This is an optimization exercise on Yosys and OpenROAD, whose aim is small area, not a production implementation.
Function was checked by simulation only, so behaviour that the tests miss may differ from the original.
No activity file was given, so power comes from the tool's default toggle rates.

==> flow/design.v <==
module dsync #(
parameter STAGE = 2
) (
output  Q,
input   D,
input   clk,
input   rst
);
reg [STAGE-1:0] sync;
always @(posedge clk) begin
    if (rst) sync <= 'b0;
    else     sync <= {sync[STAGE-2:0], D};
end
assign Q = sync[STAGE-1];
endmodule
module fifo #(
parameter DWIDTH = 32,
parameter DEPTH = 4
) (
input               rst,
input               clk,
input               write,
input               read,
input [DWIDTH-1:0]  din,
output [DWIDTH-1:0] last_popped,   
output              ren,
output              full,
output              empty
);
localparam AWIDTH = $clog2(DEPTH);
reg [DWIDTH-1:0]  mem[2**AWIDTH-1:0];
reg [AWIDTH:0]    rdptr;
reg [AWIDTH:0]    wtptr;
wire [AWIDTH:0]   count;
wire              wen;
wire [AWIDTH-1:0] prev_rd;
assign count = wtptr - rdptr;
assign full  = (count == DEPTH);
assign empty = (count == 0);
assign wen   = !full & write;
assign ren   = !empty & read;
always @(posedge clk) begin
    if (rst) begin
        rdptr <= 'b0;
        wtptr <= 'b0;
    end else begin
        if (ren) rdptr <= rdptr + 1'b1;
        if (wen) wtptr <= wtptr + 1'b1;
    end
end
always @(posedge clk) begin
    if (wen) mem[wtptr[AWIDTH-1:0]] <= din;
end
assign prev_rd = rdptr[AWIDTH-1:0] - 1'b1;
assign last_popped = mem[prev_rd];
endmodule
module fwft_fifo #(
parameter DWIDTH = 32,
parameter DEPTH  = 4
) (
input               rst,
input               clk,
input               write,
input               read,
input [DWIDTH-1:0]  din,
output [DWIDTH-1:0] dout,
output              full,
output              empty
);
localparam AWIDTH = $clog2(DEPTH);
reg [DWIDTH-1:0]  mem[2**AWIDTH-1:0];
reg [AWIDTH:0]    rdptr;
reg [AWIDTH:0]    wtptr;
wire [AWIDTH:0]   count;
wire              ren;
wire              wen;
assign count = wtptr - rdptr;
assign full  = (count == DEPTH);
assign empty = (count == 0);
assign wen   = !full & write;
assign ren   = !empty & read;
always @(posedge clk) begin
    if (rst) begin
        rdptr <= 'b0;
        wtptr <= 'b0;
    end else begin
        if (ren) rdptr <= rdptr + 1'b1;
        if (wen) wtptr <= wtptr + 1'b1;
    end
end
always @(posedge clk) begin
    if (wen) mem[wtptr[AWIDTH-1:0]] <= din;
end
assign dout = mem[rdptr[AWIDTH-1:0]];
endmodule
module i2c_master #(
parameter       CLK_FREQ = 50,
parameter       I2C_CLK_FREQ = 100,
parameter       NUM_BYTE = 2,
parameter       BYTE_SIZE = 8,
parameter       DATA_WIDTH = NUM_BYTE * BYTE_SIZE
) (
input                           clk,
input                           rst,
input                           req,
input  [BYTE_SIZE-2:0]          slave_addr,
input  [DATA_WIDTH-1:0]         writedata,
output                          ready,
input                           i2c_SDA_i,
output                          i2c_SDA_w,
output                          i2c_SDA_o,
output                          i2c_SCL_w,
output                          i2c_SCL_o
);
localparam ADDR_DATA_WIDTH = NUM_BYTE * BYTE_SIZE + BYTE_SIZE;
localparam SYSCLK_COUNT    = (CLK_FREQ * 1000) / I2C_CLK_FREQ;
localparam DIVW            = $clog2(SYSCLK_COUNT);
localparam [2:0] S_IDLE  = 3'd0,
                 S_START = 3'd1,
                 S_ADDR  = 3'd2,
                 S_DATA  = 3'd3,
                 S_STOP  = 3'd4;
wire sda_sync;
reg  sda_w_q, sda_o_q, scl_w_q, scl_o_q;
reg  [DIVW-1:0]            clk_divider;
reg  [ADDR_DATA_WIDTH-1:0] write_data;
reg  [2:0]                 state;
reg  [3:0]                 bitpos;
reg  [1:0]                 byte_count;
wire is_idle  = (state == S_IDLE);
wire is_start = (state == S_START);
wire is_addr  = (state == S_ADDR);
wire is_data  = (state == S_DATA);
wire is_stop  = (state == S_STOP);
wire in_ack   = (bitpos == 4'd9);
wire last_bit = (bitpos == 4'd8);
wire negedge_i = (clk_divider == SYSCLK_COUNT / 2 - 1);
wire posedge_i = (clk_divider == SYSCLK_COUNT - 1);
wire start     = req & is_idle;
wire start_byte = negedge_i & (is_start | ((is_addr | is_data) & in_ack));
assign ready     = is_idle;
assign i2c_SDA_w = sda_w_q;
assign i2c_SDA_o = sda_o_q;
assign i2c_SCL_w = scl_w_q;
assign i2c_SCL_o = scl_o_q;
dsync sda_i_dsync (.Q(sda_sync), .D(i2c_SDA_i), .clk(clk), .rst(rst));
always @(posedge clk) begin
    if (rst || posedge_i || is_idle) clk_divider <= 'b0;
    else                             clk_divider <= clk_divider + 1'b1;
end
always @(posedge clk) begin
    if (rst) begin
        state  <= S_IDLE;
        bitpos <= 4'd0;
    end else begin
        case (state)
        S_IDLE:  if (start) state <= S_START;
        S_START: if (negedge_i) state <= S_ADDR;
        S_ADDR:  if (negedge_i && in_ack) state <= S_DATA;
        S_DATA:  if (negedge_i && byte_count == 2'd2) state <= S_STOP;
        S_STOP:  if (negedge_i) state <= S_IDLE;
        default: state <= S_IDLE;
        endcase
        if (start_byte)      bitpos <= 4'd1;
        else if (negedge_i)  bitpos <= (bitpos == 4'd0 || in_ack) ? 4'd0 : bitpos + 1'b1;
    end
end
always @(posedge clk) begin
    if (rst || is_idle)                   byte_count <= 2'd0;
    else if (negedge_i && in_ack && is_data) byte_count <= byte_count + 1'b1;
end
always @(posedge clk) begin
    if (rst || is_idle) begin
        scl_o_q <= 1'b1;
        scl_w_q <= 1'b0;
    end else begin
        scl_w_q <= 1'b1;
        if (is_stop) begin
            if (posedge_i) scl_o_q <= 1'b1;
        end else if (posedge_i | negedge_i) scl_o_q <= ~scl_o_q;
    end
end
always @(posedge clk) begin
    if (rst) begin
        sda_o_q <= 1'b1;
        sda_w_q <= 1'b0;
    end else if (is_idle) begin
        sda_w_q <= start;
        sda_o_q <= ~start;
    end else if (is_stop) begin
        if (negedge_i) sda_o_q <= 1'b1;
        sda_w_q <= 1'b1;
    end else if (negedge_i) begin
        if (last_bit) begin
            sda_w_q <= 1'b0;
            sda_o_q <= sda_sync;
        end else begin
            sda_w_q <= 1'b1;
            sda_o_q <= write_data[ADDR_DATA_WIDTH-1];
        end
    end
end
always @(posedge clk) begin
    if (start) write_data <= {slave_addr, 1'b0, writedata};
    else if (posedge_i & (is_addr | is_data) & ~last_bit)
        write_data <= write_data << 1;
end
endmodule
module audio_codec_transceiver #(
parameter SYSCLK = 50,
parameter WIDTH  = 32
) (
input                   clk,
input                   rst,
input  [WIDTH-1:0]      dacdat_in,    
input                   dacdat_load,  
output                  dacdat_req,
output [WIDTH-1:0]      adcdat_out,
output                  adcdat_vld,
output                  bclk,
output                  mclk,
output                  daclrc,
output                  dacdat,
output                  adclrc,
input                   adcdat
);
reg [5:0]        bclk_counter;    
reg [4:0]        lrc_counter;     
reg [WIDTH-1:0]  dac_sample;
reg [WIDTH-1:0]  adcdat_q;
reg              one_xfer_done;
wire             bclk_negedge;
wire             lrc_posedge;
wire [1:0]       mclk_phase;
assign bclk_negedge = bclk_counter[5];              
assign lrc_posedge  = bclk_negedge & (&lrc_counter);
always @(posedge clk) begin
    if (rst || bclk_negedge) bclk_counter <= 'b0;
    else                     bclk_counter <= bclk_counter + 1'b1;
end
always @(posedge clk) begin
    if (rst)               lrc_counter <= 'b0;
    else if (bclk_negedge) lrc_counter <= lrc_counter + 1'b1;
end
assign mclk_phase = lrc_counter[1:0] + bclk_counter[1:0];
assign mclk   = mclk_phase[1];
assign bclk   = bclk_counter[5] | bclk_counter[4];   
assign daclrc = ~lrc_counter[4];
assign adclrc = ~lrc_counter[4];
always @(posedge clk) begin
    if (rst)              dac_sample <= 'b0;
    else if (dacdat_load) dac_sample <= dacdat_in;
end
assign dacdat = dac_sample[~lrc_counter];
assign dacdat_req = (&lrc_counter) & (bclk_counter == 6'd31);
always @(posedge clk) begin
    one_xfer_done <= lrc_posedge;
    if (bclk_counter == 6'd13) adcdat_q <= {adcdat_q[WIDTH-2:0], adcdat};
end
assign adcdat_vld = one_xfer_done;
assign adcdat_out = adcdat_q;
endmodule
module audio_controller_csr
(
  input            clk,
  input            reset,
  input  [4:0]     i_sw_address,
  input            i_sw_read,
  input            i_sw_write,
  input            i_sw_select,
  input  [31:0]    i_sw_wrdata,
  output [31:0]    o_sw_rddata,
  input            i_hw_status_i2c_idle_q,
  input            i_hw_status_dac_fifo_full,
  input            i_hw_status_adc_fifo_empty,
  output           o_hw_ctrl_dac_sel,
  output           o_hw_ctrl_adc_sel,
  output           o_hw_adc_data_data_fifo_read,
  input  [31:0]    i_hw_adc_data_data_fifo_read_data,
  output           o_hw_dac_data_data_fifo_write,
  output [6:0]     o_hw_i2c_ctrl_i2c_id,
  output [15:0]    o_hw_i2c_ctrl_data,
  output           o_hw_i2c_ctrl_write
);
  reg    [31:0]    rddata_q;
  reg              dac_fifo_full_q;
  reg              adc_fifo_empty_q;
  reg              dac_sel_q;
  reg              adc_sel_q;
  reg    [6:0]     i2c_id_q;
  reg    [15:0]    i2c_data_q;
  reg              i2c_write_q;
  wire a00 = (i_sw_address == 5'h00);
  wire a04 = (i_sw_address == 5'h04);
  wire a08 = (i_sw_address == 5'h08);
  wire a0c = (i_sw_address == 5'h0c);
  wire a10 = (i_sw_address == 5'h10);
  wire wr  = i_sw_write & i_sw_select;
  assign o_sw_rddata = rddata_q;
  assign o_hw_ctrl_dac_sel = dac_sel_q;
  assign o_hw_ctrl_adc_sel = adc_sel_q;
  assign o_hw_i2c_ctrl_i2c_id = i2c_id_q;
  assign o_hw_i2c_ctrl_data = i2c_data_q;
  assign o_hw_i2c_ctrl_write = i2c_write_q;
  always @(posedge clk) begin
    if (reset) rddata_q <= 32'h0;
    else if (i_sw_read & (a00 | a04 | a08 | a0c | a10))
      rddata_q <= ({32{a00}} & {29'b0, adc_fifo_empty_q, dac_fifo_full_q, i_hw_status_i2c_idle_q}) |
                  ({32{a04}} & {30'b0, adc_sel_q, dac_sel_q}) |
                  ({32{a08}} & i_hw_adc_data_data_fifo_read_data) |
                  ({32{a10}} & {8'b0, i2c_write_q, i2c_data_q, i2c_id_q});
  end
  always @(posedge clk) begin
    if (reset) begin
      dac_fifo_full_q <= 1'b0;
      adc_fifo_empty_q <= 1'b1;
      dac_sel_q <= 1'b1;
      adc_sel_q <= 1'b1;
      i2c_id_q <= 7'h0;
      i2c_data_q <= 16'h0;
      i2c_write_q <= 1'b0;
    end else begin
      dac_fifo_full_q <= i_hw_status_dac_fifo_full;
      adc_fifo_empty_q <= i_hw_status_adc_fifo_empty;
      if (wr & a04) begin
        dac_sel_q <= i_sw_wrdata[0];
        adc_sel_q <= i_sw_wrdata[1];
      end
      if (wr & a10) begin
        i2c_id_q <= i_sw_wrdata[6:0];
        i2c_data_q <= i_sw_wrdata[22:7];
        i2c_write_q <= i_sw_wrdata[23];
      end
    end
  end
  assign o_hw_adc_data_data_fifo_read = i_sw_select & i_sw_read & a08;
  assign o_hw_dac_data_data_fifo_write = wr & a0c;
endmodule
module audio_controller #(
parameter SYSCLK = 50
) (
input           clk,
input           rst,
input  [4:0]    sw_address,
input           sw_read,
input           sw_write,
input           sw_select,
input  [31:0]   sw_wrdata,
output [31:0]   sw_rddata,
input           i2c_SDA_i,
output          i2c_SDA_w,
output          i2c_SDA_o,
output          i2c_SCL_w,
output          i2c_SCL_o,
output          bclk,
output          mclk,
output          daclrc,
output          dacdat,
output          adclrc,
input           adcdat,
input  [31:0]   dac_data_in,
input           dac_data_wr,
output          dac_fifo_full,
output [31:0]   adc_data_out,
input           adc_data_rd,
output          adc_fifo_empty
);
wire            hw_ctrl_dac_sel;
wire            hw_ctrl_adc_sel;
wire [15:0]     hw_i2c_ctrl_data;
wire [6:0]      hw_i2c_ctrl_i2c_id;
wire            hw_i2c_ctrl_write;
wire            hw_adc_fifo_read;
wire            hw_dac_fifo_write;
reg             hw_i2c_ctrl_write_s1;
wire            i2c_start;
wire            dac_fifo_ren;
reg             dac_popped;
wire [31:0]     dac_last_popped;
wire            dacdat_req;
wire [31:0]     adcdat_out;
wire            adcdat_vld;
always @(posedge clk) begin
    hw_i2c_ctrl_write_s1 <= hw_i2c_ctrl_write;
end
assign i2c_start = hw_i2c_ctrl_write & ~hw_i2c_ctrl_write_s1;
always @(posedge clk) begin
    if (rst) dac_popped <= 1'b0;
    else     dac_popped <= dac_fifo_ren;
end
audio_controller_csr audio_controller_csr
(
    .clk                        (clk),
    .reset                      (rst),
    .i_sw_address               (sw_address),
    .i_sw_read                  (sw_read),
    .i_sw_write                 (sw_write),
    .i_sw_select                (sw_select),
    .i_sw_wrdata                (sw_wrdata),
    .o_sw_rddata                (sw_rddata),
    .i_hw_status_i2c_idle_q     (~i2c_SCL_w),
    .i_hw_status_dac_fifo_full  (dac_fifo_full),
    .i_hw_status_adc_fifo_empty (adc_fifo_empty),
    .o_hw_ctrl_dac_sel          (hw_ctrl_dac_sel),
    .o_hw_ctrl_adc_sel          (hw_ctrl_adc_sel),
    .o_hw_i2c_ctrl_data         (hw_i2c_ctrl_data),
    .o_hw_i2c_ctrl_i2c_id       (hw_i2c_ctrl_i2c_id),
    .o_hw_i2c_ctrl_write        (hw_i2c_ctrl_write),
    .o_hw_adc_data_data_fifo_read      (hw_adc_fifo_read),
    .i_hw_adc_data_data_fifo_read_data (adc_data_out),
    .o_hw_dac_data_data_fifo_write     (hw_dac_fifo_write)
);
i2c_master #(.CLK_FREQ(SYSCLK), .NUM_BYTE(2), .BYTE_SIZE(8))
i2c_master (
    .clk                    (clk),
    .rst                    (rst),
    .req                    (i2c_start),
    .slave_addr             (hw_i2c_ctrl_i2c_id),
    .writedata              (hw_i2c_ctrl_data),
    /*verilator lint_off PINCONNECTEMPTY*/
    .ready                  (),
    /*verilator lint_on PINCONNECTEMPTY*/
    .i2c_SDA_i              (i2c_SDA_i),
    .i2c_SDA_w              (i2c_SDA_w),
    .i2c_SDA_o              (i2c_SDA_o),
    .i2c_SCL_w              (i2c_SCL_w),
    .i2c_SCL_o              (i2c_SCL_o)
);
fifo #(.DWIDTH(32), .DEPTH(4)) dac_fifo
(
    .rst         (rst),
    .clk         (clk),
    .write       (hw_ctrl_dac_sel ? dac_data_wr : hw_dac_fifo_write),
    .read        (dacdat_req),
    .din         (hw_ctrl_dac_sel ? dac_data_in : sw_wrdata),
    .last_popped (dac_last_popped),
    .ren         (dac_fifo_ren),
    .full        (dac_fifo_full),
    /*verilator lint_off PINCONNECTEMPTY*/
    .empty       ()
    /*verilator lint_on PINCONNECTEMPTY*/
);
fwft_fifo #(.DWIDTH(32), .DEPTH(4)) adc_fifo
(
    .rst    (rst),
    .clk    (clk),
    .write  (adcdat_vld),
    .read   (hw_ctrl_adc_sel ? adc_data_rd : hw_adc_fifo_read),
    .din    (adcdat_out),
    .dout   (adc_data_out),
    /*verilator lint_off PINCONNECTEMPTY*/
    .full   (),
    /*verilator lint_on PINCONNECTEMPTY*/
    .empty  (adc_fifo_empty)
);
audio_codec_transceiver #(.SYSCLK(SYSCLK))
audio_codec_transceiver
(
    .clk            (clk),
    .rst            (rst),
    .dacdat_in      (dac_last_popped),
    .dacdat_load    (dac_popped),
    .dacdat_req     (dacdat_req),
    .adcdat_out     (adcdat_out),
    .adcdat_vld     (adcdat_vld),
    .bclk           (bclk),
    .mclk           (mclk),
    .daclrc         (daclrc),
    .dacdat         (dacdat),
    .adclrc         (adclrc),
    .adcdat         (adcdat)
);
endmodule
==> flow/run.sh <==
#!/bin/bash
# synth_recipe.tcl (not shown) runs the flow's synth.tcl, then flattens the netlist and writes it again
# the make line also repeats each setting of config.mk as NAME=value (left out here)
make -C /OpenROAD-flow-scripts/flow DESIGN_CONFIG=/design/flow/config.mk WORK_HOME=/design/flow/orfs CLKGATE_MAP_FILE= SYNTH_SCRIPT=/design/flow/synth_recipe.tcl finish
==> flow/config.mk <==
export PLATFORM = sky130hd
export DESIGN_NAME = audio_controller
export DESIGN_NICKNAME = audio_controller
export VERILOG_FILES = /design/flow/design.v
export SDC_FILE = /design/flow/constraint.sdc
export NUM_CORES = 4
export LEC_CHECK = 0
export CAP_MARGIN = 20
export CORE_MARGIN = 2
export CORE_UTILIZATION = 40
export PLACE_DENSITY = 0.6
export SLEW_MARGIN = 20
==> flow/constraint.sdc <==
create_clock -name core_clock -period 20.0 [get_ports {clk}]
set_input_delay 4.0000 -clock core_clock [delete_from_list [all_inputs] [get_ports {clk}]]
set_output_delay 4.0000 -clock core_clock [all_outputs]
set_load 0.01 [all_outputs]
==> results of run 1 <==
-- state kept, by name, indices dropped and copies added (netlist names), 5 cells and up, named ones only --
register	cells
audio_codec_transceiver.dac_sample	32
audio_codec_transceiver.lrc_counter	5
audio_controller_csr.rddata_q	32
audio_controller_csr.i2c_id_q	7
audio_controller_csr.i2c_data_q	16
adc_fifo.mem	128
audio_codec_transceiver.bclk_counter	6
dac_fifo.mem	128
i2c_master.write_data	24
audio_codec_transceiver.adcdat_q	32
i2c_master.clk_divider	9
-- per-stage QoR --
step	utilization (%)	worst slack (ps)	power, mW	std cells
6_report	48.9	13000	2.02	1906
5_1_grt	48.9	12830	2.08	1906
4_1_cts	48.9	12930	2.04	1906
3_5_place_dp	45.4	12860	1.16	1816
3_3_place_gp	45.4	12940	1.16	1816
2_1_floorplan	-	13870	1.10	1123
-- cell type report --
cell class / instances / area (µm²)
Clock buffer: 66 / 1280
Clock inverter: 24 / 285
Fill cell: 3834 / 22500
Inverter: 24 / 90.1
Multi-Input combinational cell: 575 / 5300
Sequential cell: 456 / 12200
Tap cell: 592 / 741
Timing Repair Buffer: 169 / 1650
-- power by group through the flow --
stage	sequential [mW]	clock [mW]	combinational (mW)
floorplan	1.04	0	0.0606
global placement	1.04	0	0.117
detailed placement	1.04	0	0.118
CTS	1.02	0.900	0.118
global route	1.02	0.934	0.125
finish	1.02	0.878	0.116
-- worst max-delay path: cells and delay by family, from the launching register on --
| family | cells | cell delay (ps) |
|---|---|---|
| simple gates | 1 | 190 |
| flops | 1 | 620 |
| mux | 1 | 560 |
| buf+inv | 1 | 490 |
| compound gates | 2 | 560 |
-- cell families (layout without fill, tap and decap cells) --
logic type                 Yosys count  in the layout  synth area share [%]
DFF                                456            456                  68.5
AOI/OAI and AO/OA                  100            100                  4.56
xor gates and xnor gates            20             20                 0.980
muxes                              179            179                  15.4
buffers and inverters               92            283                  2.06
and+or+nand+nor                    252            252                  6.81
adders and majority gates           24             24                  1.68
-- cell usage in the layout, fill, tap and decap left out, types with 8 or more instances in the layout --
| cell type | Yosys | layout |
|---|---|---|
| nor2b_1 | 9 | 9 |
| clkdlybuf4s50_1 | 0 | 151 |
| clkinv_2 | 0 | 10 |
| nor3_1 | 14 | 12 |
| clkbuf_1 | 44 | 17 |
| nor2_1 | 122 | 122 |
| edfxtp_1 | 311 | 311 |
| ha_1 | 24 | 23 |
| a22oi_1 | 8 | 8 |
| a22o_1 | 22 | 22 |
| xnor2_1 | 13 | 13 |
| mux2_2 | 40 | 40 |
| nand4_1 | 11 | 11 |
| nand3_1 | 12 | 12 |
| dfxtp_1 | 145 | 141 |
| and2_1 | 9 | 9 |
| a21oi_1 | 12 | 11 |
| a222oi_1 | 21 | 21 |
| mux2i_1 | 65 | 65 |
| inv_1 | 24 | 24 |
| nand2_1 | 30 | 30 |
| buf_4 | 2 | 18 |
| mux4_2 | 73 | 73 |
| clkbuf_16 | 0 | 48 |
-- layer usage --
| metal | global-route usage (%) | up-vias | wire, µm | share of wire, % |
|---|---|---|---|---|
| met5 | 0 | - | 0 | 0 |
| met4 | 3.89 | 0 | 643 | 1.6 |
| met3 | 3.31 | 48 | 2330 | 5.9 |
| met2 | 26.0 | 285 | 18100 | 46 |
| met1 | 25.5 | 5028 | 18600 | 47 |
| li1 | - | 4648 | - | - |
-- worst max path at each step --
stage / startpoint / slack [ps] / depth (start not counted) / to
global route: dac_fifo.rdptr[0]$_SDFFE_PP0P_ / 12830 / 6 / dac_fifo_full
finish: audio_codec_transceiver.lrc_counter[3]$_SDFFE_PP0P_ / 13000 / 5 / dacdat
detailed placement: sw_address[1] / 12860 / 5 / dac_fifo.mem[0][16]$_DFFE_PP_
floorplan: sw_address[1] / 13870 / 5 / dac_fifo.mem[3][0]$_DFFE_PP_
global placement: sw_address[1] / 12940 / 5 / dac_fifo.mem[2][19]$_DFFE_PP_
CTS: audio_codec_transceiver.lrc_counter[3]$_SDFFE_PP0P_ / 12930 / 5 / dacdat
==> results.json, run 1 <==
{
  "final_area_mm2": 0.0216,
  "clk-insertion-delay-late_ps": 590,
  "ff2ff_path_depth": 6,
  "min_to": "hw_i2c_ctrl_write_s1$_DFF_P_",
  "cts_tree": "built",
  "syn_inst": 1123,
  "yosys.area.top_type": "edfxtp_1",
  "syn-cell-area_mm2": 0.0179,
  "crit_path_end_kind": "output port",
  "regToRegSetupSlack_ps": 16950,
  "synth_top_area_share_pct": 52.2,
  "start_util_pct": 40.5,
  "crit_arrival_ps": 3000,
  "num-nets-final": 1376,
  "finalCriticalPeriod_ps": 7000,
  "hold_viol": 0,
  "synth_most_common_cell": "edfxtp_1",
  "clkPwrFrac_pct": 43.5,
  "ys_warn_count": 7,
  "cts.root.buffer_cell": "clkbuf_16",
  "synth-main-ff-cell": "edfxtp_1",
  "post_cts_resized": 0,
  "hold_class": "reg -> reg",
  "r2r-end": "dac_fifo.mem[3][27]$_DFFE_PP_",
  "worstHoldStart": "audio_controller_csr.i2c_write_q$_SDFFE_PP0P_",
  "synthesis.nets": 1225,
  "drc": 0,
  "holdPathStages": 0,
  "ir_drop_uv": 66.3,
  "period_share_pct": 35.0,
  "clk_pin_slew_worst_paths_ps": 60,
  "drtPass1Iterations": 7,
  "cp-start-kind": "flip-flop",
  "fin_worst_skew_ps": 19.6,
  "critPathKind": "reg -> out",
  "required_ps": 16000,
  "reg2reg_from": "dac_fifo.rdptr[0]$_SDFFE_PP0P_",
  "status": "timing/DRC/antenna clean",
  "num_rows": 77,
  "hpwl_um": 25100,
  "routed_wirelength_um": 39700,
  "p_int_mw": 1.58,
  "post_drt_via_cell_ratio": 5.25,
  "htree_levels": 2,
  "rsz0062_at_grt": "false",
  "place_area_mm2": 0.0200,
  "p_leak_nw": 7.14,
  "antenna_cells": 0,
  "p_per_area_mw_per_mm2": 93.4,
  "die-width_um": 215,
  "die_y_um": 215,
  "grt_first_pass_wirelength_um": 61100,
  "swShare_pct": 21.7,
  "report.final.slew_viol_count": 0,
  "async_flop_share_pct": 0,
  "synth.avg_cell_area_um2": 15.9,
  "synth_area_leaders": "edfxtp_1 52%, dfxtp_1 16%, mux4_2 9.2%, mux2i_1 3.6%, nor2_1 2.6%",
  "crit_fanout": 10,
  "maxCapViolCount": 0,
  "synth_edf_count": 311,
  "drive_above_1_share_pct": 17.0,
  "grt_antenna_before_repair": 0,
  "grt_pass1_vias": 9878,
  "overflow": 0,
  "grt_max_degree": 69,
  "fin_setup_tns_ps": 0,
  "hold_buffers": 0,
  "netlist-cell-type-count": 62,
  "critical_path.slowest_cell": "dfxtp_1",
  "p_sw_uw": 437,
  "cts_buffers": 48,
  "die-area_mm2": 0.0464,
  "setup_viol": 0,
  "routabilityCongestion": 0.772,
  "syn2layout_area_growth_pct": 20.7,
  "seq_power_share_pct": 50.7,
  "max_freq_ghz": 0.143,
  "core_mm2": 0.0441,
  "critPathMaxStageDelay_ps": 620,
  "cts.sinks": 456,
  "grt.total_usage_pct": 17.1,
  "vias": 10000,
  "clk_path_buf_depth": 3,
  "ant_nets": 0,
  "drt_iter0_drc": 839,
  "ios": 153,
  "slew_headroom_pct": 26.0,
  "synth_common_cells": "311 x edfxtp_1, 145 x dfxtp_1, 122 x nor2_1, 73 x mux4_2, 65 x mux2i_1",
  "tightest_slew_ps": 1110,
  "ys_seq_elements": 456,
  "wl_per_cell_um": 20.8,
  "cts_setup_buffers": 0,
  "whs_ps": 446,
  "crit_chain": "mux4_2, and3_1, a311o_1, o22a_1, clkdlybuf4s50_1",
  "power_frac_comb_pct": 5.7,
  "port_buffers": 152,
  "seq_area_frac_synth_pct": 68.5
}
==> inputs of run 2 (changes only) <==
--- a/flow/config.mk
+++ b/flow/config.mk
@@ -5,6 +5,7 @@
 export SDC_FILE = /design/flow/constraint.sdc
 export NUM_CORES = 4
 export LEC_CHECK = 0
+export ABC_AREA = 1
 export CAP_MARGIN = 20
 export CORE_MARGIN = 2
 export CORE_UTILIZATION = 40
==> run 2 against run 1 <==
Power rose by 12%. Flip-flop and latch count did not move. Clock skew fell by 1.7 ps. Critical path type unchanged.
==> results.json, run 2 <==
{
  "synth.avg_cell_area_um2": 10.1,
  "r2r-end": "audio_codec_transceiver.dac_sample[22]$_SDFFE_PP0P_",
  "ant_nets": 0,
  "period_share_pct": 34.0,
  "post_drt_via_cell_ratio": 5.02,
  "min_to": "hw_i2c_ctrl_write_s1$_DFF_P_",
  "setup_viol": 0,
  "cts_tree": "built",
  "drtPass1Iterations": 5,
  "port_buffers": 152,
  "synth_most_common_cell": "nand2_1",
  "regToRegSetupSlack_ps": 17010,
  "synth_area_leaders": "edfxtp_1 50%, dfxtp_1 16%, nand2_1 6.6%, nor2_1 5.3%, o21ai_0 4.8%",
  "worstHoldStart": "audio_controller_csr.i2c_write_q$_SDFFE_PP0P_",
  "die_y_um": 220,
  "grt_antenna_before_repair": 1,
  "ff2ff_path_depth": 7,
  "rsz0062_at_grt": "false",
  "routed_wirelength_um": 45400,
  "cts_buffers": 48,
  "synthesis.nets": 1942,
  "synth_common_cells": "330 x nand2_1, 311 x edfxtp_1, 265 x nor2_1, 185 x inv_1, 177 x o21ai_0",
  "netlist-cell-type-count": 37,
  "cts_setup_buffers": 0,
  "final_common_cell": "nand2_1",
  "core_mm2": 0.0463,
  "num-nets-final": 2080,
  "overflow": 0,
  "fin_worst_skew_ps": 17.9,
  "ys_warn_count": 7,
  "ys_seq_elements": 456,
  "synth_edf_count": 311,
  "wl_per_cell_um": 17.3,
  "maxCapViolCount": 0,
  "ios": 153,
  "status": "timing/DRC/antenna clean",
  "finalCriticalPeriod_ps": 6810,
  "slew_headroom_pct": 38.1,
  "vias": 13200,
  "num_rows": 79,
  "grt.total_usage_pct": 18.7,
  "holdPathStages": 0,
  "grt_first_pass_wirelength_um": 70000,
  "die-area_mm2": 0.0484,
  "cts.sinks": 456,
  "start_util_pct": 40.3,
  "required_ps": 16000,
  "p_per_area_mw_per_mm2": 101,
  "syn2layout_area_growth_pct": 19.8,
  "ir_drop_uv": 94.9,
  "layout.area.seq_mm2": 0.0122,
  "syn-cell-area_mm2": 0.0186,
  "grt_max_degree": 85,
  "hold_buffers": 0,
  "drive_above_1_share_pct": 6.39,
  "htree_levels": 2,
  "hold_viol": 0,
  "cp-start-kind": "flip-flop",
  "clk_pin_slew_worst_paths_ps": 60,
  "dp_cells": 2535,
  "fin_setup_tns_ps": 0,
  "crit_path_end_kind": "output port",
  "mostFrequentLayoutCells": "330 x nand2_1, 311 x edfxtp_1, 256 x nor2_1, 184 x inv_1, 177 x o21ai_0",
  "max_freq_ghz": 0.147,
  "drc": 0,
  "report.final.slew_viol_count": 0,
  "crit_arrival_ps": 2810,
  "fillers": 4247,
  "critPathKind": "reg -> out",
  "multi_input_area_mm2": 0.00529,
  "seq_area_frac_synth_pct": 65.7,
  "hpwl_um": 29000,
  "hold_class": "reg -> reg",
  "synth_top_area_share_pct": 50.1,
  "post_cts_resized": 0,
  "cts.root.buffer_cell": "clkbuf_16",
  "tightest_slew_ps": 926,
  "routabilityCongestion": 0.852,
  "clk-insertion-delay-late_ps": 580,
  "crit_fanout": 84,
  "async_flop_share_pct": 0,
  "clk_path_buf_depth": 3,
  "reg2reg_from": "dac_fifo.rdptr[0]$_SDFFE_PP0P_",
  "synth-main-ff-cell": "edfxtp_1",
  "p_leak_nw": 8.44,
  "grt_pass1_vias": 12600,
  "yosys.area.top_type": "edfxtp_1",
  "final_cells": 2626,
  "drt_iter0_drc": 819,
  "syn_inst": 1840,
  "die-width_um": 220
}
-- run 2: cell types whose count changed after synthesis, sizes merged, moves of 12 or more --
cell	delta
a21oi	+103
a222oi	-21
a22o	-22
and2	-14
buf	+12
inv	+169
mux2	-41
mux2i	-65
mux4	-73
nand2	+304
nand3	+51
nor2	+150
o21ai	+196
o32ai	+32
-- run 2: worst max path at each step --
stage	endpoint	slack [ps]	from	cells past startpoint
detailed placement	dac_fifo.mem[2][25]$_DFFE_PP_	13690	sw_address[1]	7
global route	dacdat	12940	audio_codec_transceiver.lrc_counter[0]$_SDFFE_PP0P_	10
finish	adc_data_out[0]	13190	flip-flop	4
CTS	adc_data_out[0]	13180	flip-flop	4
floorplan	dac_fifo.mem[0][0]$_DFFE_PP_	13560	sw_address[1]	5
global placement	dac_fifo.mem[3][25]$_DFFE_PP_	13710	sw_address[1]	7
-- run 2: critical path, stage by stage (launching register included) --
cell,delay [ps]
dfxtp_2,330
buf_4,620
o21ai_0,190
o21ai_0,430
clkdlybuf4s50_1,630
-- run 2: cell type report --
class	count	area share, %
timing repair buffer	173	7.50
multi-input combinational	1102	23.7
inverter	197	3.31
clock inverter	23	1.24
sequential	456	54.8
clock buffer	67	6.02
tap	607	3.40
antenna	1	0.0112
-- run 2: per-layer routing --
metal	GRT usage, %	vias up	wire, µm
met5	0	-	0
met3	3.55	72	2740
met1	25.0	6257	20300
met2	30.6	365	21200
met4	6.22	0	1150
li1	-	6478	-
-- run 2: report_power, final --
part           internal, mW  switching [mW]  leakage (nW)
Clock                 0.538           0.368         0.791
Sequential             1.03          0.0117          3.98
Combinational         0.125           0.193          3.67
Total                  1.69           0.572          8.44
-- run 2: kinds of logic (layout without fill, tap and decap cells) --
| kind of cell | Yosys count | in the layout | share of synthesized area [%] |
|---|---|---|---|
| xor+xnor | 13 | 13 | 0.611 |
| fa+ha+maj | 24 | 24 | 1.61 |
| compound gates | 375 | 375 | 11.0 |
| flops | 456 | 456 | 65.7 |
| buf+inv | 282 | 460 | 6.13 |
| other cells | 0 | 1 | 0 |
| simple gates | 690 | 690 | 15.0 |
-- run 2: metrics by stage --
step / worst slack, ps / total power [mW] / hold WS, ps / cell area (µm²) / util, %
2_1_floorplan: 13560 / 1.23 / 331 / 18600 / -
3_3_place_gp: 13710 / 1.37 / 335 / 20700 / 44.8
3_5_place_dp: 13690 / 1.38 / 341 / 20700 / 44.8
4_1_cts: 13180 / 2.28 / 353 / 22300 / 48.3
5_1_grt: 12940 / 2.35 / 363 / 22300 / 48.3
6_report: 13190 / 2.26 / 351 / 22300 / 48.3
==> inputs of run 3 (changes only) <==
--- a/flow/design.v
+++ b/flow/design.v
@@ -120,8 +120,8 @@
                  S_ADDR  = 3'd2,
                  S_DATA  = 3'd3,
                  S_STOP  = 3'd4;
-wire sda_sync;
-reg  sda_w_q, sda_o_q, scl_w_q, scl_o_q;
+reg  sda_cap;
+reg  sda_w_q, sda_o_q;
 reg  [DIVW-1:0]            clk_divider;
 reg  [ADDR_DATA_WIDTH-1:0] write_data;
 reg  [2:0]                 state;
@@ -141,9 +141,12 @@
 assign ready     = is_idle;
 assign i2c_SDA_w = sda_w_q;
 assign i2c_SDA_o = sda_o_q;
-assign i2c_SCL_w = scl_w_q;
-assign i2c_SCL_o = scl_o_q;
-dsync sda_i_dsync (.Q(sda_sync), .D(i2c_SDA_i), .clk(clk), .rst(rst));
+wire div_zero = (clk_divider == 'b0);
+assign i2c_SCL_o = is_idle | (clk_divider < SYSCLK_COUNT / 2);
+assign i2c_SCL_w = is_idle ? ~div_zero : ~(is_start & div_zero);
+always @(posedge clk) begin
+    if (clk_divider == SYSCLK_COUNT / 2 - 3) sda_cap <= i2c_SDA_i;
+end
 always @(posedge clk) begin
     if (rst || posedge_i || is_idle) clk_divider <= 'b0;
     else                             clk_divider <= clk_divider + 1'b1;
@@ -170,17 +173,6 @@
     else if (negedge_i && in_ack && is_data) byte_count <= byte_count + 1'b1;
 end
 always @(posedge clk) begin
-    if (rst || is_idle) begin
-        scl_o_q <= 1'b1;
-        scl_w_q <= 1'b0;
-    end else begin
-        scl_w_q <= 1'b1;
-        if (is_stop) begin
-            if (posedge_i) scl_o_q <= 1'b1;
-        end else if (posedge_i | negedge_i) scl_o_q <= ~scl_o_q;
-    end
-end
-always @(posedge clk) begin
     if (rst) begin
         sda_o_q <= 1'b1;
         sda_w_q <= 1'b0;
@@ -193,7 +185,7 @@
     end else if (negedge_i) begin
         if (last_bit) begin
             sda_w_q <= 1'b0;
-            sda_o_q <= sda_sync;
+            sda_o_q <= sda_cap;
         end else begin
             sda_w_q <= 1'b1;
             sda_o_q <= write_data[ADDR_DATA_WIDTH-1];
@@ -227,6 +219,7 @@
 reg [5:0]        bclk_counter;    
 reg [4:0]        lrc_counter;     
 reg [WIDTH-1:0]  dac_sample;
+reg              dac_valid;       
 reg [WIDTH-1:0]  adcdat_q;
 reg              one_xfer_done;
 wire             bclk_negedge;
@@ -248,10 +241,13 @@
 assign daclrc = ~lrc_counter[4];
 assign adclrc = ~lrc_counter[4];
 always @(posedge clk) begin
-    if (rst)              dac_sample <= 'b0;
-    else if (dacdat_load) dac_sample <= dacdat_in;
+    if (dacdat_load) dac_sample <= dacdat_in;
 end
-assign dacdat = dac_sample[~lrc_counter];
+always @(posedge clk) begin
+    if (rst)              dac_valid <= 1'b0;
+    else if (dacdat_load) dac_valid <= 1'b1;
+end
+assign dacdat = dac_valid & dac_sample[~lrc_counter];
 assign dacdat_req = (&lrc_counter) & (bclk_counter == 6'd31);
 always @(posedge clk) begin
     one_xfer_done <= lrc_posedge;
@@ -290,6 +286,7 @@
   reg    [6:0]     i2c_id_q;
   reg    [15:0]    i2c_data_q;
   reg              i2c_write_q;
+  reg              i2c_ctrl_written;   
   wire a00 = (i_sw_address == 5'h00);
   wire a04 = (i_sw_address == 5'h04);
   wire a08 = (i_sw_address == 5'h08);
@@ -308,7 +305,7 @@
       rddata_q <= ({32{a00}} & {29'b0, adc_fifo_empty_q, dac_fifo_full_q, i_hw_status_i2c_idle_q}) |
                   ({32{a04}} & {30'b0, adc_sel_q, dac_sel_q}) |
                   ({32{a08}} & i_hw_adc_data_data_fifo_read_data) |
-                  ({32{a10}} & {8'b0, i2c_write_q, i2c_data_q, i2c_id_q});
+                  ({32{a10 & i2c_ctrl_written}} & {8'b0, i2c_write_q, i2c_data_q, i2c_id_q});
   end
   always @(posedge clk) begin
     if (reset) begin
@@ -316,8 +313,7 @@
       adc_fifo_empty_q <= 1'b1;
       dac_sel_q <= 1'b1;
       adc_sel_q <= 1'b1;
-      i2c_id_q <= 7'h0;
-      i2c_data_q <= 16'h0;
+      i2c_ctrl_written <= 1'b0;
       i2c_write_q <= 1'b0;
     end else begin
       dac_fifo_full_q <= i_hw_status_dac_fifo_full;
@@ -327,12 +323,17 @@
         adc_sel_q <= i_sw_wrdata[1];
       end
       if (wr & a10) begin
-        i2c_id_q <= i_sw_wrdata[6:0];
-        i2c_data_q <= i_sw_wrdata[22:7];
+        i2c_ctrl_written <= 1'b1;
         i2c_write_q <= i_sw_wrdata[23];
       end
     end
   end
+  always @(posedge clk) begin
+    if (wr & a10) begin
+      i2c_id_q <= i_sw_wrdata[6:0];
+      i2c_data_q <= i_sw_wrdata[22:7];
+    end
+  end
   assign o_hw_adc_data_data_fifo_read = i_sw_select & i_sw_read & a08;
   assign o_hw_dac_data_data_fifo_write = wr & a0c;
 endmodule
--- a/flow/config.mk
+++ b/flow/config.mk
@@ -5,9 +5,11 @@
 export SDC_FILE = /design/flow/constraint.sdc
 export NUM_CORES = 4
 export LEC_CHECK = 0
-export ABC_AREA = 1
 export CAP_MARGIN = 20
 export CORE_MARGIN = 2
 export CORE_UTILIZATION = 40
+export CTS_BUF_LIST = sky130_fd_sc_hd__clkbuf_16
+export CTS_CLUSTER_DIAMETER = 80
+export CTS_CLUSTER_SIZE = 30
 export PLACE_DENSITY = 0.6
 export SLEW_MARGIN = 20
==> run 3 against run 2 <==
Combinational power shrank 47%. Sequential power is essentially flat. Clock skew grew 21 ps. Worst hold slack gained 120 ps. Highest routed layer unchanged.
==> results.json, run 3 <==
{
  "status": "timing/DRC/antenna clean",
  "ir_drop_uv": 59.7,
  "cts_tree": "built",
  "critPathMaxStageDelay_ps": 860,
  "crit_path_end_kind": "output port",
  "syn2layout_area_growth_pct": 17.4,
  "dr_wl_met3_um": 1940,
  "synth_area_leaders": "edfxtp_1 63%, dfxtp_1 10%, mux4_2 8.9%, mux2_2 2.4%, ha_1 1.8%",
  "wl_met2_um": 17600,
  "drive_above_1_share_pct": 15.9,
  "holdPathStages": 2,
  "die-area_mm2": 0.0455,
  "rsz0062_at_grt": "false",
  "grt_first_pass_wirelength_um": 54800,
  "num-nets-final": 1231,
  "start_util_pct": 40.6,
  "synth-main-ff-cell": "edfxtp_1",
  "grt_pass1_vias": 8807,
  "ant_nets": 0,
  "crit_arrival_ps": 3180,
  "die_y_um": 213,
  "critical_path.slowest_cell": "dfxtp_1",
  "antenna_cells": 0,
  "fin_worst_skew_ps": 38.6,
  "report.final.slew_viol_count": 0,
  "reg2reg_from": "adc_fifo.wtptr[0]$_SDFFE_PP0P_",
  "yosys.area.top_type": "edfxtp_1",
  "dr.max_layer_used": "met4",
  "async_flop_share_pct": 0,
  "core_mm2": 0.0432,
  "hold_class": "reg -> reg",
  "routabilityCongestion": 0.834,
  "final_common_cell": "edfxtp_1",
  "min_to": "audio_controller_csr.i2c_ctrl_written$_SDFFE_PP0P_",
  "drtPass1Iterations": 7,
  "htree_levels": 1,
  "cts_setup_buffers": 0,
  "clk_pin_slew_worst_paths_ps": 100,
  "cts.sinks": 455,
  "finalCriticalPeriod_ps": 7180,
  "p_leak_nw": 6.50,
  "cts.root.buffer_cell": "clkbuf_16",
  "ys_seq_elements": 455,
  "synth_common_cells": "367 x edfxtp_1, 88 x dfxtp_1, 70 x nor2_1, 69 x mux4_2, 37 x mux2_2",
  "grt.total_usage_pct": 16.1,
  "power_frac_comb_pct": 9.2,
  "netlist-cell-type-count": 56,
  "crit_fanout": 15,
  "seq_power_share_pct": 57.7,
  "syn-cell-area_mm2": 0.0175,
  "overflow": 0,
  "fin_setup_tns_ps": 0,
  "required_ps": 16000,
  "crit_chain": "mux4_2, o22ai_1, a311oi_1, o41ai_1, a21oi_1, clkdlybuf4s50_1",
  "synth.avg_cell_area_um2": 17.8,
  "regToRegSetupSlack_ps": 16940,
  "routed_wirelength_um": 36600,
  "layout_setup_ws_ps": 12820,
  "fillers": 3730,
  "cp-start-kind": "flip-flop",
  "tightest_slew_ps": 1020,
  "cp_num_buf_inv": 1,
  "drc": 0,
  "synth_edf_count": 367,
  "num_rows": 76,
  "critPathLaunch": "audio_codec_transceiver.lrc_counter[0]$_SDFFE_PP0P_",
  "swShare_pct": 23.7,
  "seq_area_frac_synth_pct": 72.9,
  "die-width_um": 213,
  "clk-insertion-delay-late_ps": 570,
  "synth_top_area_share_pct": 62.8,
  "cp_top_family": "flip-flops",
  "ys_warn_count": 6,
  "hpwl_um": 23900,
  "max_freq_ghz": 0.139,
  "worstHoldStart": "audio_controller_csr.i2c_ctrl_written$_SDFFE_PP0P_",
  "wl_per_cell_um": 21.2,
  "vias": 9074,
  "hold_buffers": 0,
  "post_cts_resized": 0,
  "p_int_mw": 1.38,
  "synthesis.nets": 1091,
  "slew_headroom_pct": 31.6,
  "post_drt_via_cell_ratio": 5.24,
  "syn_inst": 988,
  "dp_slack_ps": 13170,
  "critPathKind": "reg -> out",
  "ff2ff_path_depth": 7,
  "setup_viol": 0,
  "hold_viol": 0,
  "ios": 153,
  "clk_path_buf_depth": 3,
  "r2r-end": "adc_fifo.mem[1][22]$_DFFE_PP_",
  "cts_buffers": 25,
  "drt_iter0_drc": 741,
  "maxCapViolCount": 0,
  "grt_max_degree": 79,
  "clkPwrFrac_pct": 33.1,
  "synth_most_common_cell": "edfxtp_1",
  "period_share_pct": 35.9,
  "fin_util_pct": 47.7,
  "grt_antenna_before_repair": 0,
  "p_per_area_mw_per_mm2": 87.6,
  "p_sw_uw": 427,
  "port_buffers": 152,
  "m1WireLength_um": 16600,
  "mostFrequentLayoutCells": "367 x edfxtp_1, 151 x clkdlybuf4s50_1, 85 x dfxtp_1, 70 x nor2_1, 69 x mux4_2"
}
run 3: worst max-delay path by stage:
stage | endpoint | slack (ps) | cells after the start
6_report | dacdat | 12820 | 6
5_1_grt | dacdat | 12530 | 6
4_1_cts | dacdat | 12740 | 6
3_5_place_dp | dac_fifo.mem[1][19]$_DFFE_PP_ | 13170 | 5
3_3_place_gp | dac_fifo.mem[0][19]$_DFFE_PP_ | 13160 | 5
2_1_floorplan | dac_fifo.mem[0][0]$_DFFE_PP_ | 14050 | 4
run 3: cell type report:
class | instances | area, µm² | share of cell area (%)
tap | 585 | 732 | 3.56
timing repair buffer | 167 | 1630 | 7.91
inverter | 20 | 75.1 | 0.365
multi-input combinational | 459 | 4460 | 21.7
sequential | 455 | 12800 | 62.1
clock inverter | 20 | 279 | 1.36
clock buffer | 25 | 626 | 3.04
run 3: logic make-up (layout without fill, tap and decap cells):
logic type / Yosys count / after routing / synth area share [%]
fa+ha+maj: 26 / 26 / 1.84
xor+xnor: 25 / 25 / 1.25
simple gates: 188 / 188 / 5.60
flops: 455 / 455 / 72.9
compound gates: 97 / 97 / 4.44
buf+inv: 74 / 232 / 1.75
mux: 123 / 123 / 12.2
run 3: power by group through the flow:
stage,registers (mW),logic [mW],clock network (mW)
3_3_place_gp,1.06,0.170,0
5_1_grt,1.04,0.179,0.644
3_5_place_dp,1.06,0.171,0
6_report,1.04,0.167,0.596
4_1_cts,1.04,0.172,0.610
2_1_floorplan,1.06,0.0927,0
run 3: stage by stage:
| step | cells | hold WS (ps) | instance area, µm² | total power [mW] |
|---|---|---|---|---|
| after floorplan | 988 | 364 | 17500 | 1.15 |
| after global placement | 1686 | 457 | 19700 | 1.23 |
| after detailed placement | 1686 | 452 | 19700 | 1.23 |
| after CTS | 1731 | 466 | 20600 | 1.82 |
| after global routing | 1731 | 494 | 20600 | 1.86 |
| final | 1731 | 472 | 20600 | 1.80 |
run 3: worst min-delay path: cells and delay by family, from the launching register on:
| kind | cells | cell delay (ps) |
|---|---|---|
| AO/OA/AOI/OAI | 1 | 50 |
| buffers and inverters | 1 | 50 |
| flip-flops | 1 | 340 |
run 3: metal layers:
layer	global-route usage, %	up-vias
met5	0	-
met4	2.71	0
met3	2.12	26
met2	26.2	234
met1	23.6	4652
li1	-	4162
==> inputs of run 4 (changes only) <==
--- a/flow/config.mk
+++ b/flow/config.mk
@@ -8,8 +8,8 @@
 export CAP_MARGIN = 20
 export CORE_MARGIN = 2
 export CORE_UTILIZATION = 40
-export CTS_BUF_LIST = sky130_fd_sc_hd__clkbuf_16
-export CTS_CLUSTER_DIAMETER = 80
-export CTS_CLUSTER_SIZE = 30
+export CTS_BUF_LIST = sky130_fd_sc_hd__clkbuf_8
+export CTS_CLUSTER_DIAMETER = 60
+export CTS_CLUSTER_SIZE = 20
 export PLACE_DENSITY = 0.6
 export SLEW_MARGIN = 20
==> run 4 against run 3 <==
Still clean. Worst hold slack gained 0.72 ps. Sequential share of layout area rose by 0.46 points. Non-clock buffer count unchanged. Combinational power about the same. Register-to-register slack about the same. Flip-flop and latch count unchanged. Sequential power about the same. Clock skew is 6.9 ps higher. Global-route usage grew 0.38 points. Die area stayed put. Final cell count is 0.98% higher.
==> results.json, run 4 <==
{
  "hpwl_um": 23900,
  "p_sw_uw": 408,
  "drt_iter0_drc": 729,
  "dr_wl_met3_um": 2200,
  "dp_cells": 1686,
  "report.final.slew_viol_count": 0,
  "synth_area_leaders": "edfxtp_1 63%, dfxtp_1 10%, mux4_2 8.9%, mux2_2 2.4%, ha_1 1.8%",
  "rsz0062_at_grt": "false",
  "drtPass1Iterations": 5,
  "p_per_area_mw_per_mm2": 85.2,
  "synth-main-ff-cell": "edfxtp_1",
  "netlist-cell-type-count": 56,
  "drive_above_1_share_pct": 16.9,
  "ant_nets": 0,
  "grt_antenna_before_repair": 0,
  "mostFrequentLayoutCells": "367 x edfxtp_1, 151 x clkdlybuf4s50_1, 85 x dfxtp_1, 70 x nor2_1, 69 x mux4_2",
  "synth_simple_gate_area_share_pct": 5.60,
  "cts_buffers": 35,
  "dr.max_layer_used": "met4",
  "hold_viol": 0,
  "htree_levels": 2,
  "cts_setup_buffers": 0,
  "swShare_pct": 23.4,
  "grt_max_degree": 79,
  "regToRegSetupSlack_ps": 16950,
  "synthesis.nets": 1091,
  "power_frac_comb_pct": 9.6,
  "ios": 153,
  "cts_tree": "built",
  "final_cells": 1748,
  "wl_per_cell_um": 21.2,
  "die-area_mm2": 0.0455,
  "critPathMaxStageDelay_ps": 860,
  "async_flop_share_pct": 0,
  "max_freq_ghz": 0.138,
  "required_ps": 16000,
  "report.power.total_mw": 1.74,
  "start_util_pct": 40.6,
  "final_common_cell": "edfxtp_1",
  "setup_viol": 0,
  "worstHoldStart": "audio_controller_csr.i2c_ctrl_written$_SDFFE_PP0P_",
  "seq_area_frac_synth_pct": 72.9,
  "vias": 9164,
  "die_y_um": 213,
  "finalCriticalPeriod_ps": 7240,
  "synth.avg_cell_area_um2": 17.8,
  "fin_setup_tns_ps": 0,
  "grt_first_pass_wirelength_um": 55300,
  "synth_most_common_cell": "edfxtp_1",
  "synthAdderAreaFrac_pct": 1.84,
  "synth_xor_xnor_area_share_pct": 1.25,
  "reg2reg_from": "adc_fifo.wtptr[0]$_SDFFE_PP0P_",
  "post_cts_resized": 0,
  "status": "timing/DRC/antenna clean",
  "clk_pin_slew_worst_paths_ps": 110,
  "core_mm2": 0.0432,
  "die-width_um": 213,
  "synth_top_family_by_area": "multiplexers",
  "hold_buffers": 0,
  "fillers": 3748,
  "p_leak_nw": 6.45,
  "grt.total_usage_pct": 16.4,
  "syn_inst": 988,
  "clk-insertion-delay-late_ps": 610,
  "crit_chain": "mux4_2, o22ai_1, a311oi_1, o41ai_1, a21oi_1, clkdlybuf4s50_1",
  "wl_met2_um": 17600,
  "drc": 0,
  "cp_top_family": "flip-flops",
  "hold_class": "reg -> reg",
  "cts.root.buffer_cell": "clkbuf_8",
  "ff2ff_path_depth": 7,
  "port_buffers": 152,
  "fin_worst_skew_ps": 45.5,
  "crit_arrival_ps": 3240,
  "grt_pass1_vias": 8930,
  "routabilityCongestion": 0.834,
  "cts.sinks": 455,
  "maxCapViolCount": 0,
  "r2r-end": "adc_fifo.mem[1][11]$_DFFE_PP_",
  "syn-cell-area_mm2": 0.0175,
  "routed_wirelength_um": 37100,
  "seq_power_share_pct": 59.7,
  "ys_seq_elements": 455,
  "min_to": "audio_controller_csr.i2c_ctrl_written$_SDFFE_PP0P_",
  "yosys.area.top_type": "edfxtp_1",
  "cp_num_buf_inv": 1,
  "crit_fanout": 15,
  "holdPathStages": 2,
  "syn2layout_area_growth_pct": 16.5,
  "critPathKind": "reg -> out",
  "layout_setup_ws_ps": 12760,
  "whs_ps": 473,
  "synth_common_cells": "367 x edfxtp_1, 88 x dfxtp_1, 70 x nor2_1, 69 x mux4_2, 37 x mux2_2",
  "critical_path.slowest_cell": "dfxtp_1",
  "synth_edf_count": 367,
  "tightest_slew_ps": 1050,
  "crit_path_end_kind": "output port",
  "clkPwrFrac_pct": 30.7,
  "dp_slack_ps": 13170,
  "num-nets-final": 1241,
  "m1WireLength_um": 16600,
  "p_int_mw": 1.33,
  "synth_top_area_share_pct": 62.8,
  "cp-start-kind": "flip-flop",
  "slew_headroom_pct": 29.8,
  "ir_drop_uv": 61.9,
  "num_rows": 76,
  "overflow": 0,
  "clk_path_buf_depth": 3,
  "synth_compound_area_share_pct": 4.44,
  "ys_warn_count": 6,
  "yosys-mux-area-fraction_pct": 12.2,
  "antenna_cells": 0,
  "period_share_pct": 36.2,
  "post_drt_via_cell_ratio": 5.24
}
[run 4: metrics by stage]
stage,utilization [%],cell area [µm²]
6_report,47.3,20400
5_1_grt,47.3,20400
4_1_cts,47.3,20400
3_5_place_dp,45.6,19700
3_3_place_gp,45.6,19700
2_1_floorplan,-,17500
[run 4: cell families after synthesis]
family          count (synthesis)
flops                         455
simple gates                  188
mux                           123
compound gates                 97
buf+inv                        74
fa+ha+maj                      26
xor+xnor                       25
[run 4: layout make-up]
class	count	area, µm²	share of cell area (%)
sequential	455	12800	62.6
multi-input combinational	459	4460	21.8
timing repair buffer	167	1630	7.97
tap	585	732	3.58
clock buffer	37	509	2.49
clock inverter	25	244	1.19
inverter	20	75.1	0.367
[run 4: power groups by stage]
stage          sequential, mW  clock [mW]  combinational [mW]
6_report                 1.04       0.535               0.167
2_1_floorplan            1.06           0              0.0927
3_5_place_dp             1.06           0               0.171
5_1_grt                  1.04       0.584               0.179
4_1_cts                  1.04       0.554               0.171
3_3_place_gp             1.06           0               0.170
[run 4: layer usage]
| metal | vias to the layer above | track usage [%] |
|---|---|---|
| li1 | 4178 | - |
| met1 | 4675 | 23.5 |
| met2 | 274 | 26.3 |
| met3 | 37 | 2.55 |
| met4 | 0 | 4.77 |
| met5 | - | 0 |
[run 4: worst max-delay path by stage]
stage,startpoint,endpoint,slack (ps),depth (start not counted)
2_1_floorplan,sw_address[1],dac_fifo.mem[0][0]$_DFFE_PP_,14050,4
3_3_place_gp,sw_address[2],dac_fifo.mem[0][19]$_DFFE_PP_,13160,5
3_5_place_dp,sw_address[1],dac_fifo.mem[1][19]$_DFFE_PP_,13170,5
4_1_cts,audio_codec_transceiver.lrc_counter[0]$_SDFFE_PP0P_,dacdat,12670,6
5_1_grt,audio_codec_transceiver.lrc_counter[0]$_SDFFE_PP0P_,dacdat,12460,6
6_report,audio_codec_transceiver.lrc_counter[0]$_SDFFE_PP0P_,dacdat,12760,6
[run 4: worst reg2reg max path, stage by stage, from the launching register on]
cell	delay [ps]
dfxtp_1	410
inv_1	100
ha_1	190
nor2b_1	130
xnor2_1	170
a31oi_1	510
and2_1	760
buf_4	440
==> inputs of run 5 (changes only) <==
==> flow/flow/run.sh (new file) <==
#!/bin/bash
# The standard layout, with the smallest buffer (buf_1) as the port buffer
# that global placement puts on every input and output.
set -euo pipefail
export BUFFER_PORTS_ARGS="-buffer_cell sky130_fd_sc_hd__buf_1"
bash standard.sh finish > standard_flow.log 2>&1
==> flow/standard.sh (new file) <==
#!/bin/bash
# synth_recipe.tcl (not shown) runs the flow's synth.tcl, then flattens the netlist and writes it again
# the make line also repeats each setting of config.mk as NAME=value (left out here)
make -C /OpenROAD-flow-scripts/flow DESIGN_CONFIG=/design/flow/config.mk WORK_HOME=/design/flow/orfs CLKGATE_MAP_FILE= SYNTH_SCRIPT=/design/flow/synth_recipe.tcl "${@:-finish}"
removed: flow/run.sh
==> run 5 against run 4 <==
Still clean. Combinational power is 19% lower. First-iteration DRC count up 29%. Sequential share of layout area rose by 3.2 points. Utilization fell by 2.3 points. Die area is the same. Clock power down 3%. Count of clock-buffer cells in the layout fell by 2. Worst hold slack worse by 18 ps. Sequential power about the same. Wire length is 0.65% lower. Register-to-register slack better by 390 ps. Design area fell by 4.8%.
==> results.json, run 5 <==
{
  "reg2reg_from": "audio_controller_csr.dac_sel_q$_SDFFE_PP1P_",
  "report.final.slew_viol_count": 0,
  "critPathLaunch": "audio_codec_transceiver.lrc_counter[0]$_SDFFE_PP0P_",
  "cts.sinks": 455,
  "finalCriticalPeriod_ps": 6890,
  "cts.root.buffer_cell": "clkbuf_8",
  "power_frac_comb_pct": 8.0,
  "whs_ps": 455,
  "clk_pin_slew_worst_paths_ps": 110,
  "critPathMaxStageDelay_ps": 840,
  "fin_setup_tns_ps": 0,
  "crit_chain": "mux4_2, o22ai_1, a311oi_1, o41ai_1, a21oi_1, buf_1",
  "maxCapViolCount": 0,
  "core_mm2": 0.0432,
  "ir_drop_uv": 48.8,
  "p_per_area_mw_per_mm2": 87.1,
  "grt_antenna_before_repair": 0,
  "seq_area_frac_synth_pct": 72.9,
  "drtPass1Iterations": 7,
  "syn_inst": 988,
  "drc": 0,
  "post_cts_resized": 0,
  "grt_max_degree": 79,
  "hold_buffers": 0,
  "num-nets-final": 1240,
  "ios": 153,
  "port_buffers": 152,
  "synth.avg_cell_area_um2": 17.8,
  "ys_seq_elements": 455,
  "hpwl_um": 23500,
  "cts_setup_buffers": 0,
  "wl_per_cell_um": 21.1,
  "grt_pass1_vias": 8923,
  "syn-cell-area_mm2": 0.0175,
  "die_y_um": 213,
  "slew_headroom_pct": 31.7,
  "post_drt_via_cell_ratio": 5.25,
  "die-area_mm2": 0.0455,
  "overflow": 0,
  "cts_tree": "built",
  "grt_first_pass_wirelength_um": 54400,
  "drive_above_1_share_pct": 16.8,
  "routabilityCongestion": 0.821,
  "clkPwrFrac_pct": 30.5,
  "tightest_slew_ps": 1020,
  "fin_worst_skew_ps": 35.3,
  "crit_arrival_ps": 2890,
  "synth_most_common_cell": "edfxtp_1",
  "required_ps": 16000,
  "final_area_mm2": 0.0194,
  "cts_buffers": 34,
  "dp_cells": 1686,
  "ys_warn_count": 6,
  "crit_fanout": 15,
  "netlist-cell-type-count": 56,
  "fin_util_pct": 45.0,
  "antenna_cells": 0,
  "critPathKind": "reg -> out",
  "grt.total_usage_pct": 16.2,
  "synth_top_area_share_pct": 62.8,
  "cp-start-kind": "flip-flop",
  "synth-main-ff-cell": "edfxtp_1",
  "clk-insertion-delay-late_ps": 600,
  "synth_edf_count": 367,
  "vias": 9155,
  "clk_path_buf_depth": 3,
  "hold_class": "reg -> reg",
  "crit_path_end_kind": "output port",
  "yosys.area.top_type": "edfxtp_1",
  "syn2layout_area_growth_pct": 10.9,
  "start_util_pct": 40.6,
  "worstHoldStart": "audio_controller_csr.i2c_ctrl_written$_SDFFE_PP0P_",
  "async_flop_share_pct": 0,
  "fillers": 3776,
  "place_area_mm2": 0.0187,
  "setup_viol": 0,
  "die-width_um": 213,
  "routed_wirelength_um": 36800,
  "hold_viol": 0,
  "mostFrequentLayoutCells": "367 x edfxtp_1, 151 x buf_1, 85 x dfxtp_1, 70 x nor2_1, 69 x mux4_2",
  "synth_area_leaders": "edfxtp_1 63%, dfxtp_1 10%, mux4_2 8.9%, mux2_2 2.4%, ha_1 1.8%",
  "max_freq_ghz": 0.145,
  "p_sw_uw": 400,
  "period_share_pct": 34.4,
  "htree_levels": 2,
  "seq_power_share_pct": 61.4,
  "final_common_cell": "edfxtp_1",
  "swShare_pct": 23.7,
  "num_rows": 76,
  "rsz0062_at_grt": "false",
  "critical_path.slowest_cell": "dfxtp_1",
  "drt_iter0_drc": 939,
  "p_int_mw": 1.29,
  "p_leak_nw": 6.03,
  "status": "timing/DRC/antenna clean",
  "ant_nets": 0,
  "synth_common_cells": "367 x edfxtp_1, 88 x dfxtp_1, 70 x nor2_1, 69 x mux4_2, 37 x mux2_2",
  "synthesis.nets": 1091,
  "final_cells": 1744
}
run 5: cell counts after synthesis:
No cell type changed its count.
run 5: cell type report:
class / instances / area (µm²) / share of cell area [%]
timing repair buffer: 167 / 684 / 3.52
sequential: 455 / 12800 / 65.8
tap: 585 / 732 / 3.76
multi-input combinational: 459 / 4460 / 22.9
clock buffer: 35 / 482 / 2.48
inverter: 20 / 75.1 / 0.386
clock inverter: 23 / 228 / 1.17
run 5: worst paths after layout:
path                                                        end  slack, ps  depth (start not counted)
min reg2reg  audio_controller_csr.i2c_ctrl_written$_SDFFE_PP0P_        460                          2
max reg2reg                       dac_fifo.mem[1][29]$_DFFE_PP_      17340                          4
max                                                      dacdat      13110                          6
min          audio_controller_csr.i2c_ctrl_written$_SDFFE_PP0P_        460                          2
run 5: cell families after synthesis:
logic type               Yosys count  synth area share, %
multiplexers                     123                 12.2
XOR/XNOR                          25                 1.25
AO/OA/AOI/OAI                     97                 4.44
buffers and inverters             74                 1.75
flip-flops                       455                 72.9
adder cells (fa/ha/maj)           26                 1.84
AND/OR/NAND/NOR                  188                 5.60
run 5: critical path, delay by kind of cell, from the launching register on:
family	cells	cell delay (ps)
mux	1	590
compound gates	4	710
buf+inv	1	160
flops	1	840
run 5: power groups by stage:
stage / sequential, mW / combinational [mW] / clock [mW]
after global routing: 1.04 / 0.149 / 0.567
after global placement: 1.06 / 0.139 / 0
after CTS: 1.04 / 0.140 / 0.537
after floorplan: 1.06 / 0.0927 / 0
after detailed placement: 1.06 / 0.139 / 0
final: 1.04 / 0.136 / 0.517
run 5: per-layer routing:
metal,vias to the layer above,wire length (µm),track usage [%]
li1,4179,-,-
met1,4654,16800,23.3
met2,274,17100,25.1
met3,48,2270,3.08
met4,0,702,4.84
met5,-,0,0
run 5: metrics by stage:
| step | power, mW | worst slack, ps |
|---|---|---|
| floorplan | 1.15 | 14050 |
| global placement | 1.20 | 13510 |
| detailed placement | 1.20 | 13500 |
| CTS | 1.72 | 12950 |
| global route | 1.76 | 12880 |
| finish | 1.69 | 13110 |
==> inputs of run 6 (changes only) <==
--- a/flow/flow/run.sh
+++ b/flow/flow/run.sh
@@ -3,4 +3,6 @@
 # that global placement puts on every input and output.
 set -euo pipefail
 export BUFFER_PORTS_ARGS="-buffer_cell sky130_fd_sc_hd__buf_1"
+# downsize gates off the critical paths after global routing
+export RECOVER_POWER=100
 bash standard.sh finish > standard_flow.log 2>&1
==> run 6 against run 5 <==
Combinational power about the same. Now fails the layout checks on max-capacitance violations, max-slew violations. Global-route usage stayed put. First-iteration DRC count is 1.7% lower. Clock power is essentially flat. Sequential share of layout area is 0.32 points higher. Clock skew up 1.2 ps. Worst setup slack worse by 1000 ps.
==> results.json, run 6 <==
{
  "p_leak_nw": 5.96,
  "synth_top_area_share_pct": 62.8,
  "synth-main-ff-cell": "edfxtp_1",
  "drtPass1Iterations": 6,
  "critPathMaxStageDelay_ps": 2030,
  "die_y_um": 213,
  "cts_buffers": 34,
  "slew_headroom_pct": -159,
  "wl_met2_um": 17300,
  "overflow": 0,
  "grt_pass1_vias": 8923,
  "status": "finished with violations",
  "synthesis.nets": 1091,
  "syn-cell-area_mm2": 0.0175,
  "synth_edf_count": 367,
  "critPathKind": "reg -> out",
  "drc": 0,
  "cp-start-kind": "flip-flop",
  "die-area_mm2": 0.0455,
  "crit_arrival_ps": 3930,
  "wl_per_cell_um": 21.2,
  "port_buffers": 152,
  "so_faults": "max-capacitance violations, max-slew violations",
  "tightest_slew_ps": 3880,
  "grt_max_degree": 79,
  "vias": 9169,
  "num-nets-final": 1240,
  "routabilityCongestion": 0.821,
  "required_ps": 16000,
  "ys_warn_count": 6,
  "clk_pin_slew_worst_paths_ps": 100,
  "maxCapViolCount": 15,
  "p_per_area_mw_per_mm2": 87.5,
  "netlist-cell-type-count": 56,
  "crit_path_end_kind": "output port",
  "hpwl_um": 23500,
  "hold_class": "reg -> reg",
  "synth_most_common_cell": "edfxtp_1",
  "synth.avg_cell_area_um2": 17.8,
  "core_mm2": 0.0432,
  "grt_antenna_before_repair": 0,
  "ir_drop_uv": 48.9,
  "m1WireLength_um": 16700,
  "cts_tree": "built",
  "dr_wl_met3_um": 2230,
  "ios": 153,
  "syn2layout_area_growth_pct": 10.3,
  "dr.max_layer_used": "met4",
  "num_rows": 76,
  "fin_setup_tns_ps": 0,
  "htree_levels": 2,
  "period_share_pct": 39.7,
  "drt_iter0_drc": 923,
  "hold_viol": 0,
  "cts_setup_buffers": 0,
  "clk-insertion-delay-late_ps": 600,
  "ant_nets": 0,
  "synth_common_cells": "367 x edfxtp_1, 88 x dfxtp_1, 70 x nor2_1, 69 x mux4_2, 37 x mux2_2",
  "rsz0062_at_grt": "false",
  "finalCriticalPeriod_ps": 7930,
  "ys_seq_elements": 455,
  "max_freq_ghz": 0.126,
  "async_flop_share_pct": 0,
  "hold_buffers": 0,
  "routed_wirelength_um": 36900,
  "start_util_pct": 40.6,
  "grt.total_usage_pct": 16.2,
  "synth_area_leaders": "edfxtp_1 63%, dfxtp_1 10%, mux4_2 8.9%, mux2_2 2.4%, ha_1 1.8%",
  "cts.root.buffer_cell": "clkbuf_8",
  "post_cts_resized": 0,
  "die-width_um": 213,
  "seq_area_frac_synth_pct": 72.9,
  "clk_path_buf_depth": 3,
  "critical_path.slowest_cell": "clkbuf_1",
  "crit_chain": "clkbuf_1, mux4_2, buf_1",
  "setup_viol": 0,
  "post_drt_via_cell_ratio": 5.26,
  "report.final.slew_viol_count": 538,
  "antenna_cells": 0,
  "crit_fanout": 32,
  "mostFrequentLayoutCells": "367 x edfxtp_1, 148 x buf_1, 86 x dfxtp_1, 71 x nor2_1, 69 x mux4_2",
  "fin_util_pct": 44.8,
  "yosys.area.top_type": "edfxtp_1",
  "grt_first_pass_wirelength_um": 54400,
  "cts.sinks": 455,
  "drive_above_1_share_pct": 12.0,
  "fin_worst_skew_ps": 36.5,
  "final_common_cell": "edfxtp_1",
  "syn_inst": 988
}
-- run 6: cell counts after synthesis --
Identical to the previous run, type by type.
-- run 6: worst max-delay path, delay by kind of cell (launching register included) --
family                 cells  cell delay, ps
buffers and inverters      2            2190
flip-flops                 1             320
multiplexers               1             780
-- run 6: final timing paths --
| path | start | to | slack (ps) | cells past startpoint |
|---|---|---|---|---|
| worst max register to register | dac_fifo.rdptr[0]$_SDFFE_PP0P_ | audio_codec_transceiver.dac_sample[9]$_DFFE_PP_ | 15330 | 3 |
| worst min-delay path | audio_controller_csr.i2c_ctrl_written$_SDFFE_PP0P_ | audio_controller_csr.i2c_ctrl_written$_SDFFE_PP0P_ | 450 | 2 |
| worst max-delay path | flip-flop | adc_data_out[18] | 12070 | 3 |
| worst min register to register | audio_controller_csr.i2c_ctrl_written$_SDFFE_PP0P_ | audio_controller_csr.i2c_ctrl_written$_SDFFE_PP0P_ | 450 | 2 |
-- run 6: logic make-up after synthesis --
| family | Yosys count | synth area share (%) |
|---|---|---|
| buffers and inverters | 74 | 1.75 |
| DFF | 455 | 72.9 |
| xor gates and xnor gates | 25 | 1.25 |
| and+or+nand+nor | 188 | 5.60 |
| AOI/OAI and AO/OA | 97 | 4.44 |
| adders and majority gates | 26 | 1.84 |
| muxes | 123 | 12.2 |
-- run 6: per-stage QoR --
step	cell area, µm²	power (mW)	hold WS (ps)	cells	worst slack, ps
3_3_place_gp	18700	1.20	443	1686	13510
3_5_place_dp	18700	1.20	439	1686	13500
4_1_cts	19400	1.72	453	1744	12950
5_1_grt	19300	1.76	489	1744	11510
2_1_floorplan	17500	1.15	364	988	14050
6_report	19300	1.69	455	1744	12070
-- run 6: area by class of cell --
type / instances / area, µm²
clock buffers: 35 / 482
flip-flops and latches: 455 / 12800
inverters: 20 / 75.1
well taps: 585 / 732
clock inverters: 23 / 228
fillers: 3800 / 23800
multi-input cells: 459 / 4400
repair buffers: 167 / 643
-- run 6: power breakdown --
part           internal (mW)  switching, mW  total [mW]
logic                 0.0559         0.0799       0.136
clock network          0.203          0.313       0.516
registers               1.03        0.00625        1.04
total                   1.29          0.399        1.69
-- run 6: per-layer routing --
layer	vias up	global-route usage, %
li1	4182	-
met1	4654	23.3
met2	287	25.1
met3	46	3.08
met4	0	4.84
met5	-	0

Setup slack of run 6, layout unchanged: 12.068 ns with ideal ports, 12.016 ns with driving cells assumed (clock clkbuf_16, inputs buf_2), 12.054 ns with port delays also shifted by the 0.633 ns mid clock arrival.
